This is an optimization exercise on Yosys and OpenROAD, whose aim is small area and a short achievable clock period, not a production implementation. In this exercise RTL edits were held to simulation tests only and were not proved equivalent to the original. Power and IR drop assume default switching activity.

## calc_top
module calc_top (
   input              clk,
   input              rst,
   input      [15:0]  data_x,
   input      [1:0]   KEY,
   input      [6:0]   SW,
   output     [7:0]   HEX0,
   output     [7:0]   HEX1,
   output     [7:0]   HEX2,
   output     [7:0]   HEX3,
   output     [7:0]   HEX4,
   output     [7:0]   HEX5,
   output     [1:0]   LEDR
   );
Size in the first run: ~1300 cells after synthesis, roughly 0.012 mm2 of cells after synthesis.
==> flow/config.mk <==
export PLATFORM = sky130hd
export DESIGN_NAME = calc_top
export DESIGN_NICKNAME = calc_top
export VERILOG_FILES = /design/flow/design.v
export SDC_FILE = /design/flow/constraint.sdc
export NUM_CORES = 4
export LEC_CHECK = 0
export CAP_MARGIN = 20
export CORE_MARGIN = 2
export CORE_UTILIZATION = 75
export CTS_BUF_LIST = sky130_fd_sc_hd__clkbuf_16
export CTS_CLUSTER_DIAMETER = 60
export CTS_CLUSTER_SIZE = 30
export SLEW_MARGIN = 20
==> flow/constraint.sdc <==
create_clock -name core_clock -period 28.0 [get_ports {clk}]
set_input_delay 5.6000 -clock core_clock [delete_from_list [all_inputs] [get_ports {clk}]]
set_output_delay 5.6000 -clock core_clock [all_outputs]
set_load 0.01 [all_outputs]
standard.sh (not shown) runs the stock make flow with config.mk's settings and CLKGATE_MAP_FILE= SYNTH_SCRIPT=/design/flow/synth_recipe.tcl, a recipe that flattens the netlist after the stock synthesis.
==> flow/flow/run.sh <==
#!/bin/bash
# Own layout flow: the standard synthesis, then the combinational logic
# between the registers is mapped again by ABC (the registers, their names
# and cell types stay as the standard synthesis made them), then the standard flow's
# standard layout steps from floorplan to finish, with timing repair aiming
# past zero slack and plain buffers on the ports.
set -euo pipefail
W=$(pwd)
R=$W/orfs/results/$FLOW_PLATFORM/calc_top/base
ABC_SCRIPT="+strash;dc2;b;dch,-f;map,-D,2000;topo;dnsize"
MARGIN=13
YOSYS=yosys
[[ -x $FLOW_HOME/../tools/install/yosys/bin/yosys ]] && YOSYS=$FLOW_HOME/../tools/install/yosys/bin/yosys

bash standard.sh synth > $W/std_synth.log 2>&1
cp $R/1_2_yosys.v $W/std_netlist.v

DONT_USE=$(make -s -C $FLOW_HOME DESIGN_CONFIG=$W/config.mk WORK_HOME=$W/orfs print-DONT_USE_CELLS | sed -n 's/^DONT_USE_CELLS: *//p' | tail -1)
LIB=$(make -s -C $FLOW_HOME DESIGN_CONFIG=$W/config.mk WORK_HOME=$W/orfs print-LIB_FILES | sed -n 's/^LIB_FILES: *//p' | tail -1)
export REMAP_IN=$W/std_netlist.v REMAP_OUT=$W/remap_netlist.v REMAP_LIB="$LIB" \
       REMAP_DONT_USE="$DONT_USE" REMAP_TOP=$FLOW_TOP REMAP_SCRIPT="$ABC_SCRIPT"
$YOSYS -c $W/flow/remap.tcl > $W/remap.log 2>&1
cp $W/remap_netlist.v $R/1_2_yosys.v
rm -f $R/1_synth.odb $R/1_synth.sdc

bash standard.sh SETUP_SLACK_MARGIN=$MARGIN \
   BUFFER_PORTS_ARGS="-buffer_cell sky130_fd_sc_hd__buf_2" finish > $W/layout.log 2>&1
==> flow/flow/remap.tcl <==
# Map the standard synthesis's combinational logic again, for area.
# Registers are kept as black boxes, so their instances, names and cell
# types are untouched.
yosys -import
set lib [lindex $::env(REMAP_LIB) 0]
read_liberty -ignore_miss_func -ignore_miss_dir $lib
read_verilog $::env(REMAP_IN)
hierarchy -top $::env(REMAP_TOP)
setattr -mod -set blackbox 1 sky130_fd_sc_hd__*df*
flatten
opt_clean -purge
tee -o remap_before.txt stat
set du {}
foreach c $::env(REMAP_DONT_USE) { lappend du -dont_use $c }
abc -liberty $lib {*}$du -script $::env(REMAP_SCRIPT)
opt_clean -purge
hilomap -singleton -hicell sky130_fd_sc_hd__conb_1 HI -locell sky130_fd_sc_hd__conb_1 LO
setundef -zero
splitnets
opt_clean -purge
insbuf -buf sky130_fd_sc_hd__buf_4 A X
read_liberty -lib -ignore_miss_func -ignore_miss_dir $lib
hierarchy -top $::env(REMAP_TOP)
tee -o remap_stat.txt stat -liberty $lib
check -assert
write_verilog -noattr -nohex -nodec $::env(REMAP_OUT)
Rerun with:
--- a/flow/flow/run.sh
+++ b/flow/flow/run.sh
@@ -9,3 +9,4 @@
 R=$W/orfs/results/$FLOW_PLATFORM/calc_top/base
-ABC_SCRIPT="+strash;dc2;b;dch,-f;map,-D,2000;topo;dnsize"
+ABC_SCRIPT="+strash;dc2;b;dch,-f;map;topo;dnsize"
+ABC_SCRIPT2="+strash;dch,-f;amap;topo;dnsize"
 MARGIN=13
@@ -20,3 +21,4 @@
 export REMAP_IN=$W/std_netlist.v REMAP_OUT=$W/remap_netlist.v REMAP_LIB="$LIB" \
-       REMAP_DONT_USE="$DONT_USE" REMAP_TOP=$FLOW_TOP REMAP_SCRIPT="$ABC_SCRIPT"
+       REMAP_DONT_USE="$DONT_USE" REMAP_TOP=$FLOW_TOP REMAP_SCRIPT="$ABC_SCRIPT" \
+       REMAP_SCRIPT2="$ABC_SCRIPT2"
 $YOSYS -c $W/flow/remap.tcl > $W/remap.log 2>&1
@@ -25,2 +27,3 @@
 
+bash standard.sh BUFFER_PORTS_ARGS="-buffer_cell sky130_fd_sc_hd__buf_2" place > $W/layout_place.log 2>&1
 bash standard.sh SETUP_SLACK_MARGIN=$MARGIN \
--- a/flow/flow/remap.tcl
+++ b/flow/flow/remap.tcl
@@ -1,4 +1,5 @@
-# Map the standard synthesis's combinational logic again, for area.
-# Registers are kept as black boxes, so their instances, names and cell
-# types are untouched.
+# Map the standard synthesis's combinational logic again.  The cone that
+# drives the outputs (the critical paths, from SW to HEX) is mapped for
+# delay, the rest for area.  Registers are kept as black boxes, so their
+# instances, names and cell types are untouched.
 yosys -import
@@ -11,6 +12,8 @@
 opt_clean -purge
-tee -o remap_before.txt stat
 set du {}
 foreach c $::env(REMAP_DONT_USE) { lappend du -dont_use $c }
-abc -liberty $lib {*}$du -script $::env(REMAP_SCRIPT)
+select -set oc o:HEX* o:LEDR* %u %ci*:-sky130_fd_sc_hd__dfxtp_1:-sky130_fd_sc_hd__edfxtp_1
+abc -liberty $lib {*}$du -script $::env(REMAP_SCRIPT) @oc
+select -clear
+abc -liberty $lib {*}$du -script $::env(REMAP_SCRIPT2)
 opt_clean -purge
--- a/flow/config.mk
+++ b/flow/config.mk
@@ -9,3 +9,3 @@
 export CORE_MARGIN = 2
-export CORE_UTILIZATION = 75
+export CORE_UTILIZATION = 65
 export CTS_BUF_LIST = sky130_fd_sc_hd__clkbuf_16
@@ -13,2 +13,3 @@
 export CTS_CLUSTER_SIZE = 30
+export PLACE_DENSITY = 0.8
 export SLEW_MARGIN = 20
The changed run passed the timing, design-rule and antenna checks.
Total power rises by a few percent.
Global-route usage falls by 9.2 points.
Cell area falls by a few percent.
Worst setup slack improved by 0.18 ns.
Clock-buffer cell count rises by 4.
Die area rises by roughly a tenth.
Clock skew falls by 0.010 ns.
Wire length falls by a quarter to a third.
Via count falls by roughly a tenth.
Rerun with:
--- a/flow/flow/run.sh
+++ b/flow/flow/run.sh
@@ -27,3 +27,2 @@
 
-bash standard.sh BUFFER_PORTS_ARGS="-buffer_cell sky130_fd_sc_hd__buf_2" place > $W/layout_place.log 2>&1
 bash standard.sh SETUP_SLACK_MARGIN=$MARGIN \
--- a/flow/config.mk
+++ b/flow/config.mk
@@ -10,5 +10,5 @@
 export CORE_UTILIZATION = 65
-export CTS_BUF_LIST = sky130_fd_sc_hd__clkbuf_16
-export CTS_CLUSTER_DIAMETER = 60
-export CTS_CLUSTER_SIZE = 30
+export CTS_BUF_LIST = sky130_fd_sc_hd__clkbuf_8
+export CTS_CLUSTER_DIAMETER = 40
+export CTS_CLUSTER_SIZE = 16
 export PLACE_DENSITY = 0.8
After rerunning: Cell count is higher by 1.7%; utilization came out lower by 0.33 points; area after synthesis does not change; clock power fell by 13%; first-iteration DRC count went down by 4.0%; design area is lower by 0.44%; maximum frequency hardly moves; power goes down by 4.0%; hold slack degrades by 0.0042 ns.

* * *

== north ==
Another version of the RTL of calc_top (not shown whole).
For scale: roughly 77 I/O pins, about 12000 um2 of cells after synthesis.
clock: 28.0 ns
lec_check: 0
cap_margin: 20
core_margin: 2
core_utilization: 65
cts_buf_list: sky130_fd_sc_hd__clkbuf_8
cts_cluster_diameter: 40
cts_cluster_size: 16
place_density: 0.8
slew_margin: 20
==> flow/flow/run.sh <==
#!/bin/bash
# Own layout flow: the standard synthesis, then the combinational logic
# between the registers is mapped again by ABC (the registers, their names
# and cell types stay as the standard synthesis made them), then the standard flow's
# standard layout steps from floorplan to finish, with timing repair aiming
# past zero slack and plain buffers on the ports.
set -euo pipefail
W=$(pwd)
R=$W/orfs/results/$FLOW_PLATFORM/calc_top/base
ABC_SCRIPT="+strash;dc2;b;dch,-f;map;topo;dnsize"
ABC_SCRIPT2="+strash;dch,-f;amap;topo;dnsize"
MARGIN=13
YOSYS=yosys
[[ -x $FLOW_HOME/../tools/install/yosys/bin/yosys ]] && YOSYS=$FLOW_HOME/../tools/install/yosys/bin/yosys

bash standard.sh synth > $W/std_synth.log 2>&1
cp $R/1_2_yosys.v $W/std_netlist.v

DONT_USE=$(make -s -C $FLOW_HOME DESIGN_CONFIG=$W/config.mk WORK_HOME=$W/orfs print-DONT_USE_CELLS | sed -n 's/^DONT_USE_CELLS: *//p' | tail -1)
LIB=$(make -s -C $FLOW_HOME DESIGN_CONFIG=$W/config.mk WORK_HOME=$W/orfs print-LIB_FILES | sed -n 's/^LIB_FILES: *//p' | tail -1)
export REMAP_IN=$W/std_netlist.v REMAP_OUT=$W/remap_netlist.v REMAP_LIB="$LIB" \
       REMAP_DONT_USE="$DONT_USE" REMAP_TOP=$FLOW_TOP REMAP_SCRIPT="$ABC_SCRIPT" \
       REMAP_SCRIPT2="$ABC_SCRIPT2"
$YOSYS -c $W/flow/remap.tcl > $W/remap.log 2>&1
cp $W/remap_netlist.v $R/1_2_yosys.v
rm -f $R/1_synth.odb $R/1_synth.sdc

bash standard.sh SETUP_SLACK_MARGIN=$MARGIN SKIP_GATE_CLONING=1 \
   BUFFER_PORTS_ARGS="-buffer_cell sky130_fd_sc_hd__buf_2" finish > $W/layout.log 2>&1
Other scripts of this flow, unchanged in this note and not shown: flow/flow/remap.tcl
Relative to north, the following input files were edited for south:
- PLACE_DENSITY changed from 0.8 to 0.85
- CORE_UTILIZATION changed from 65 to 70
-- flow/flow/run.sh --
<<< north, line 26
rm -f $R/1_synth.odb $R/1_synth.sdc

bash standard.sh SETUP_SLACK_MARGIN=$MARGIN SKIP_GATE_CLONING=1 \
   BUFFER_PORTS_ARGS="-buffer_cell sky130_fd_sc_hd__buf_2" finish > $W/layout.log 2>&1
>>> south, line 26
rm -f $R/1_synth.odb $R/1_synth.sdc

bash standard.sh SETUP_SLACK_MARGIN=$MARGIN \
   BUFFER_PORTS_ARGS="-buffer_cell sky130_fd_sc_hd__buf_2" finish > $W/layout.log 2>&1
==> notes.md <==
south was carried through to the last stage, and its layout satisfied the timing, design-rule and antenna checks.
From north to south the numbers moved as follows: die height shrank by about 3.5%, wire length grew by 14%, number of search-and-repair iterations in the first detailed-routing pass grew by 1, combined global-route utilization of all metal layers grew by 6.3 points.
On area after detailed placement, north and south are basically level.
Area share of buffers outside the clock network (higher): north
[south] critical path depth fell 3 relative to north
[south] worst setup slack after layout fell 0.049 ns relative to north
## Diff of input files: east against south
- PLACE_DENSITY now 0.8, was 0.85
- CORE_UTILIZATION now 65, was 70
-- flow/flow/run.sh --
<<< south, line 10
ABC_SCRIPT="+strash;dc2;b;dch,-f;map;topo;dnsize"
ABC_SCRIPT2="+strash;dch,-f;amap;topo;dnsize"
MARGIN=13
YOSYS=yosys
[[ -x $FLOW_HOME/../tools/install/yosys/bin/yosys ]] && YOSYS=$FLOW_HOME/../tools/install/yosys/bin/yosys
>>> east, line 10
ABC_SCRIPT="+strash;dc2;b;dch,-f;map;topo;dnsize"
ABC_SCRIPT2="+strash;dch,-f;amap;topo;dnsize"
MARGIN=13.3
YOSYS=yosys
[[ -x $FLOW_HOME/../tools/install/yosys/bin/yosys ]] && YOSYS=$FLOW_HOME/../tools/install/yosys/bin/yosys
Notes after the runs:
- east against south: cell area rose by about 5.5%; met1 capacity usage during global routing fell by 4.7 points.
- Lower final worst setup slack was reported by south, not east.
- For east, the critical path capture point was HEX1[2], unlike south, where it was HEX0[1].

* * *

calc_top with an RTL version that a note above also has.
Size: about 1200 cells after synthesis.
==> flow/design.v (excerpt) <==
module calc_top (
   input              clk,
   input              rst,
   input      [15:0]  data_x,
   input      [1:0]   KEY,
   input      [6:0]   SW,
   output     [7:0]   HEX0,
   output     [7:0]   HEX1,
   output     [7:0]   HEX2,
   output     [7:0]   HEX3,
   output     [7:0]   HEX4,
   output     [7:0]   HEX5,
   output     [1:0]   LEDR
   );
reg [6:0] cnt;
wire strobe = (cnt == 7'd46);
always @(posedge clk)
   cnt <= rst ? 7'd0 : {cnt[5:0], cnt[6] ^ cnt[5] ^ (cnt[5:0] == 6'd0)};
reg [13:0] n1;                  
reg [14*15-1:0] ring;           
reg [3:0]  q;                   
reg        pend;                
reg        acc;                 
reg [13:0] sa;                  
reg [11:0] sb;                  
reg [9:0]  f2, f4, f16;         
wire q_first = (q == 4'b0001);
wire q_last  = (q == 4'b1000);  
wire q_b     = (q == 4'b1110) | (q == 4'b1100) | q_last;    
wire ins = pend & q_first;
wire [13:0] tail = ring[14*15-1:14*14];
wire [13:0] sa_sum = sa + (strobe ? data_x[13:0] : acc ? tail : 14'd0);
wire [11:0] sb_sum = sb + (strobe ? data_x[11:0] : (acc & q_b) ? tail[11:0] : 12'd0);
always @(posedge clk) begin
   ring <= {ring[14*14-1:0], ins ? n1 : tail};
   if (!ins) q <= {q[2:0], q[3] ^ q[2] | q == 4'd0};
   pend <= strobe | (pend & ~ins);
   acc  <= ins | (acc & ~q_last);
   sa <= ins ? 14'd0 : sa_sum;
   sb <= ins ? 12'd0 : sb_sum;
   if (strobe) begin
      n1  <= data_x[13:0];
      f2  <= (data_x[10:0] + n1[10:0]) >> 1;
      f4  <= sb_sum[11:2];
      f16 <= sa_sum[13:4];
   end
end
reg [9:0] f;
always @(*) begin
   case (SW[1:0])
   2'b00: f = n1[9:0];
   2'b01: f = f2;
   2'b10: f = f4;
   default: f = f16;
   endcase
end
  ...
export LEC_CHECK = 0
export CAP_MARGIN = 20
export CORE_MARGIN = 2
export CORE_UTILIZATION = 65
export CTS_BUF_LIST = sky130_fd_sc_hd__clkbuf_16
export CTS_CLUSTER_DIAMETER = 60
export CTS_CLUSTER_SIZE = 30
export PLACE_DENSITY = 0.8
export SLEW_MARGIN = 20
create_clock -name core_clock -period 28.0 [get_ports {clk}]
==> flow/flow/run.sh <==
#!/bin/bash
# Own layout flow: the standard synthesis, then the combinational logic
# between the registers is mapped again by ABC (the registers, their names
# and cell types stay as the standard synthesis made them), then the standard flow's
# standard layout steps from floorplan to finish, with timing repair aiming
# past zero slack and plain buffers on the ports.
set -euo pipefail
W=$(pwd)
R=$W/orfs/results/$FLOW_PLATFORM/calc_top/base
ABC_SCRIPT="+strash;dc2;b;dch,-f;map;topo;dnsize"
ABC_SCRIPT2="+strash;dch,-f;amap;topo;dnsize"
MARGIN=13
YOSYS=yosys
[[ -x $FLOW_HOME/../tools/install/yosys/bin/yosys ]] && YOSYS=$FLOW_HOME/../tools/install/yosys/bin/yosys

bash standard.sh synth > $W/std_synth.log 2>&1
cp $R/1_2_yosys.v $W/std_netlist.v

DONT_USE=$(make -s -C $FLOW_HOME DESIGN_CONFIG=$W/config.mk WORK_HOME=$W/orfs print-DONT_USE_CELLS | sed -n 's/^DONT_USE_CELLS: *//p' | tail -1)
LIB=$(make -s -C $FLOW_HOME DESIGN_CONFIG=$W/config.mk WORK_HOME=$W/orfs print-LIB_FILES | sed -n 's/^LIB_FILES: *//p' | tail -1)
export REMAP_IN=$W/std_netlist.v REMAP_OUT=$W/remap_netlist.v REMAP_LIB="$LIB" \
       REMAP_DONT_USE="$DONT_USE" REMAP_TOP=$FLOW_TOP REMAP_SCRIPT="$ABC_SCRIPT" \
       REMAP_SCRIPT2="$ABC_SCRIPT2"
$YOSYS -c $W/flow/remap.tcl > $W/remap.log 2>&1
cp $W/remap_netlist.v $R/1_2_yosys.v
rm -f $R/1_synth.odb $R/1_synth.sdc

bash standard.sh SETUP_SLACK_MARGIN=$MARGIN \
   BUFFER_PORTS_ARGS="-buffer_cell sky130_fd_sc_hd__buf_2" finish > $W/layout.log 2>&1
Other scripts of this flow, unchanged in this note and not shown: flow/flow/remap.tcl
==> next run, changes <==
--- a/flow/flow/run.sh
+++ b/flow/flow/run.sh
@@ -12 +12 @@
-MARGIN=13
+MARGIN=13.5
CTS_BUF_LIST = sky130_fd_sc_hd__clkbuf_8   (was sky130_fd_sc_hd__clkbuf_16)
CTS_CLUSTER_DIAMETER = 50   (was 60)
CTS_CLUSTER_SIZE = 20   (was 30)
Outcome:
- sequential share of layout area is lower by 2.9 points
- final area is higher by 5.7%
- power goes up by 3.8%
- fmax goes down by 1.2%
- clock skew shrinks by 6.8 ps
- non-clock buffer count rises by 45
- die area is unchanged
- critical path depth decreases by 1
- register-to-register slack improved by 260 ps
- worst setup slack got worse by 170 ps

port drivers added, routing unchanged:
The flow's constraints put no driver on any port. The routed layouts listed below were extracted and timed again, unchanged, in two steps. Step 1: set_driving_cell puts a clkbuf_16 on clk and a buf_2 on each other input, an assumption about the parent block. Step 2 adds t to the input delays and takes it off the output delays; t is the mean of the earliest and latest rising clock arrival at the registers after step 1. Input paths then give back, and output paths get back, about the clock's delay inside the block. Three values: no drivers, after step 1, after step 2; two values: the first two.
| run | t (ns) | setup WS [ns] | hold slack, ns | worst setup path at the end | slew at the worst register clock pin (ns) |
|---|---|---|---|---|---|
| the first run of note 1 | 0.557 | 12.996 / 12.799 / 12.799 | 0.324 / 0.324 / 0.324 | input to output | 0.11 / 0.11 |
| the second run of note 1 | 0.557 | 13.174 / 13.123 / 13.123 | 0.318 / 0.318 / 0.318 | input to output | 0.11 / 0.11 |
| the third run of note 1 | 0.602 | 13.174 / 13.136 / 13.136 | 0.314 / 0.314 / 0.314 | input to output | 0.09 / 0.09 |
| north | 0.602 | 13.174 / 13.136 / 13.136 | 0.314 / 0.314 / 0.314 | input to output | 0.09 / 0.09 |
| south | 0.581 | 13.125 / 13.071 / 13.071 | 0.319 / 0.319 / 0.319 | input to output | 0.11 / 0.11 |
| east | 0.635 | 13.243 / 13.080 / 13.080 | 0.321 / 0.321 / 0.321 | input to output | 0.10 / 0.10 |
| the first run of note 3 | 0.557 | 13.174 / 13.123 / 13.123 | 0.318 / 0.318 / 0.318 | input to output | 0.11 / 0.11 |
| the second run of note 3 | 0.619 | 13.001 / 12.821 / 12.821 | 0.308 / 0.308 / 0.308 | input to output | 0.11 / 0.11 |
After both steps every run listed still meets setup and hold. The setup slack of the first run of note 1, which loses most, moves by -0.197 ns with the drivers and by -0.197 ns with both steps.
